Background: an optimization exercise with open tools, aiming at small area and a short achievable clock period. Do not read the settings as production practice. At most, simulation tests tie the RTL to the original design; equivalence was not proved.

// HarmonicMean
module HarmonicMean (
    input wire clk,
    input wire reset,
    input wire [15:0] data1,
    input wire [15:0] data2,
    input wire [15:0] data3,
    input wire [15:0] data4,
    input wire data_valid1,
    input wire data_valid2,
    input wire data_valid3,
    input wire data_valid4,
    output wire [15:0] harmonic_mean,
    output reg data_ready
);
wire [15:0] p12, p34, hm_num, hm_den;
hm_mul16lo u_m12 (.a(data1), .b(data2), .p(p12));
hm_mul16lo u_m34 (.a(data3), .b(data4), .p(p34));
hm_mul16lo u_mn (.a(p12), .b(p34), .p(hm_num));
hm_sum4 u_sum (.a(data1), .b(data2), .c(data3), .d(data4), .s(hm_den));
wire all_valid = data_valid1 & data_valid2 & data_valid3 & data_valid4;
wire [15:0] ra [10:16];
wire [15:10] qa;
assign ra[16] = hm_num;
genvar i;
generate
    for (i = 15; i >= 10; i = i - 1) begin : rowa
        hm_divrow #(.I(i)) u (.r(ra[i+1]), .d(hm_den), .q(qa[i]), .rn(ra[i]));
    end
endgenerate
reg [15:0] rem_q;
reg [15:0] den_q;
reg [15:10] qhi_q;
always @(posedge clk or posedge reset) begin
    if (reset) begin
        rem_q <= 16'd0;
        den_q <= 16'd1;
        qhi_q <= 0;
        data_ready <= 1'b0;
    end else begin
        if (all_valid) begin
            rem_q <= ra[10];
            den_q <= hm_den;
            qhi_q <= qa;
        end
        data_ready <= all_valid;
    end
end
wire [15:0] rb [0:10];
wire [9:0] qb;
assign rb[10] = rem_q;
generate
    for (i = 9; i >= 0; i = i - 1) begin : rowb
        hm_divrow #(.I(i)) u (.r(rb[i+1]), .d(den_q), .q(qb[i]), .rn(rb[i]));
    end
endgenerate
assign harmonic_mean = {qhi_q, qb};
endmodule
==> module HarmonicMean, before the edit <==
module HarmonicMean (
    input wire clk,
    input wire reset,
    input wire [15:0] data1,
    input wire [15:0] data2,
    input wire [15:0] data3,
    input wire [15:0] data4,
    input wire data_valid1,
    input wire data_valid2,
    input wire data_valid3,
    input wire data_valid4,
    output wire [15:0] harmonic_mean,
    output reg data_ready
);
wire [15:0] p12, p34, hm_num, hm_den;
hm_mul16lo u_m12 (.a(data1), .b(data2), .p(p12));
hm_mul16lo u_m34 (.a(data3), .b(data4), .p(p34));
hm_mul16lo u_mn (.a(p12), .b(p34), .p(hm_num));
hm_sum4 u_sum (.a(data1), .b(data2), .c(data3), .d(data4), .s(hm_den));
wire all_valid = data_valid1 & data_valid2 & data_valid3 & data_valid4;
wire [15:0] ra [10:16];
wire [15:10] qa;
assign ra[16] = hm_num;
genvar i;
generate
    for (i = 15; i >= 10; i = i - 1) begin : rowa
        hm_divrow #(.I(i)) u (.r(ra[i+1]), .d(hm_den), .q(qa[i]), .rn(ra[i]));
    end
endgenerate
reg [15:0] rem_q;
reg [15:0] den_q;
reg [15:10] qhi_q;
always @(posedge clk or posedge reset) begin
    if (reset) begin
        rem_q <= 16'd0;
        den_q <= 16'd1;
        qhi_q <= 0;
        data_ready <= 1'b0;
    end else begin
        if (all_valid) begin
            rem_q <= ra[10];
            den_q <= hm_den;
            qhi_q <= qa;
        end
        data_ready <= all_valid;
    end
end
wire [15:0] rb [0:10];
wire [9:0] qb;
assign rb[10] = rem_q;
generate
    for (i = 9; i >= 0; i = i - 1) begin : rowb
        hm_divrow #(.I(i)) u (.r(rb[i+1]), .d(den_q), .q(qb[i]), .rn(rb[i]));
    end
endgenerate
assign harmonic_mean = {qhi_q, qb};
endmodule
export LEC_CHECK = 0
export ABC_AREA = 1
export CAP_MARGIN = 70
export CORE_MARGIN = 2
export CORE_UTILIZATION = 40
export SLEW_MARGIN = 70
create_clock -name core_clock -period 56.0 [get_ports {clk}]
standard.sh (not shown) runs the stock make flow with config.mk's settings and CLKGATE_MAP_FILE= SYNTH_SCRIPT=/design/flow/synth_recipe.tcl, a recipe that flattens the netlist after the stock synthesis.
==> flow/flow/run.sh <==
#!/bin/bash
# Standard synthesis, then full-adder polarity clean-up on its netlist, then the
# standard layout from that netlist. Each tool's output goes to its own log here.
set -euo pipefail
R=orfs/results/$FLOW_PLATFORM/HarmonicMean/base
bash standard.sh synth > synth.log 2>&1
cp $R/1_2_yosys.v 1_2_yosys.standard.v
python3 flow/fapol.py 1_2_yosys.standard.v $R/1_2_yosys.v > fapol.log 2>&1
bash standard.sh finish SETUP_SLACK_MARGIN=26 > layout.log 2>&1
Other scripts of this flow, unchanged in this note and not shown: flow/flow/fapol.py
The first run ran to the end with no violations.
Next try:
--- a/flow/design.v
+++ b/flow/design.v
@@ -17,40 +17,40 @@
 hm_mul16lo u_m34 (.a(data3), .b(data4), .p(p34));
 hm_mul16lo u_mn (.a(p12), .b(p34), .p(hm_num));
 hm_sum4 u_sum (.a(data1), .b(data2), .c(data3), .d(data4), .s(hm_den));
 wire all_valid = data_valid1 & data_valid2 & data_valid3 & data_valid4;
-wire [15:0] ra [10:16];
-wire [15:10] qa;
+wire [15:0] ra [9:16];
+wire [15:9] qa;
 assign ra[16] = hm_num;
 genvar i;
 generate
-    for (i = 15; i >= 10; i = i - 1) begin : rowa
+    for (i = 15; i >= 9; i = i - 1) begin : rowa
         hm_divrow #(.I(i)) u (.r(ra[i+1]), .d(hm_den), .q(qa[i]), .rn(ra[i]));
     end
 endgenerate
 reg [15:0] rem_q;
 reg [15:0] den_q;
-reg [15:10] qhi_q;
+reg [15:9] qhi_q;
 always @(posedge clk or posedge reset) begin
     if (reset) begin
         rem_q <= 16'd0;
         den_q <= 16'd1;
         qhi_q <= 0;
         data_ready <= 1'b0;
     end else begin
         if (all_valid) begin
-            rem_q <= ra[10];
+            rem_q <= ra[9];
             den_q <= hm_den;
             qhi_q <= qa;
         end
         data_ready <= all_valid;
     end
 end
-wire [15:0] rb [0:10];
-wire [9:0] qb;
-assign rb[10] = rem_q;
+wire [15:0] rb [0:9];
+wire [8:0] qb;
+assign rb[9] = rem_q;
 generate
-    for (i = 9; i >= 0; i = i - 1) begin : rowb
+    for (i = 8; i >= 0; i = i - 1) begin : rowb
         hm_divrow #(.I(i)) u (.r(rb[i+1]), .d(den_q), .q(qb[i]), .rn(rb[i]));
     end
 endgenerate
 assign harmonic_mean = {qhi_q, qb};
What happened:
- critical path depth falls by 42
- hold slack improved by 0.022 ns
- first-iteration DRC count rose by 3.8%
- routed wire length is lower by 2.4%
- setup slack improves by 0.27 ns
- cell count goes down by 2.5%
- synthesized cell count is lower by 1.5%
Function not checked in the first run of this note: the RTL went through the layout flow alone.

[port drivers added, routing unchanged]
The results above use ideal ports. As a check the final layouts listed here were re-extracted and re-timed, cells and wires unchanged. Step 1: set_driving_cell puts a clkbuf_16 on clk and a buf_2 on each other input, an assumption about the parent block. Step 2 adds t to the input delays and takes it off the output delays; t is the mean of the earliest and latest rising clock arrival at the registers after step 1. Input paths then give back, and output paths get back, about the clock's delay inside the block. Three values: no drivers, after step 1, after step 2; two values: the first two.
run	shift t [ns]	setup WS [ns]	worst setup path at the end	worst slew at a driven data input, ns
the first run	0.332	26.686 / 26.639 / 26.841	input to register	0.04
the second run	0.321	26.955 / 26.968 / 26.647	input to register	0.04
After both steps every run listed still meets setup and hold. The setup slack of the second run, which loses most, moves by +0.013 ns with the drivers and by -0.308 ns with both steps.
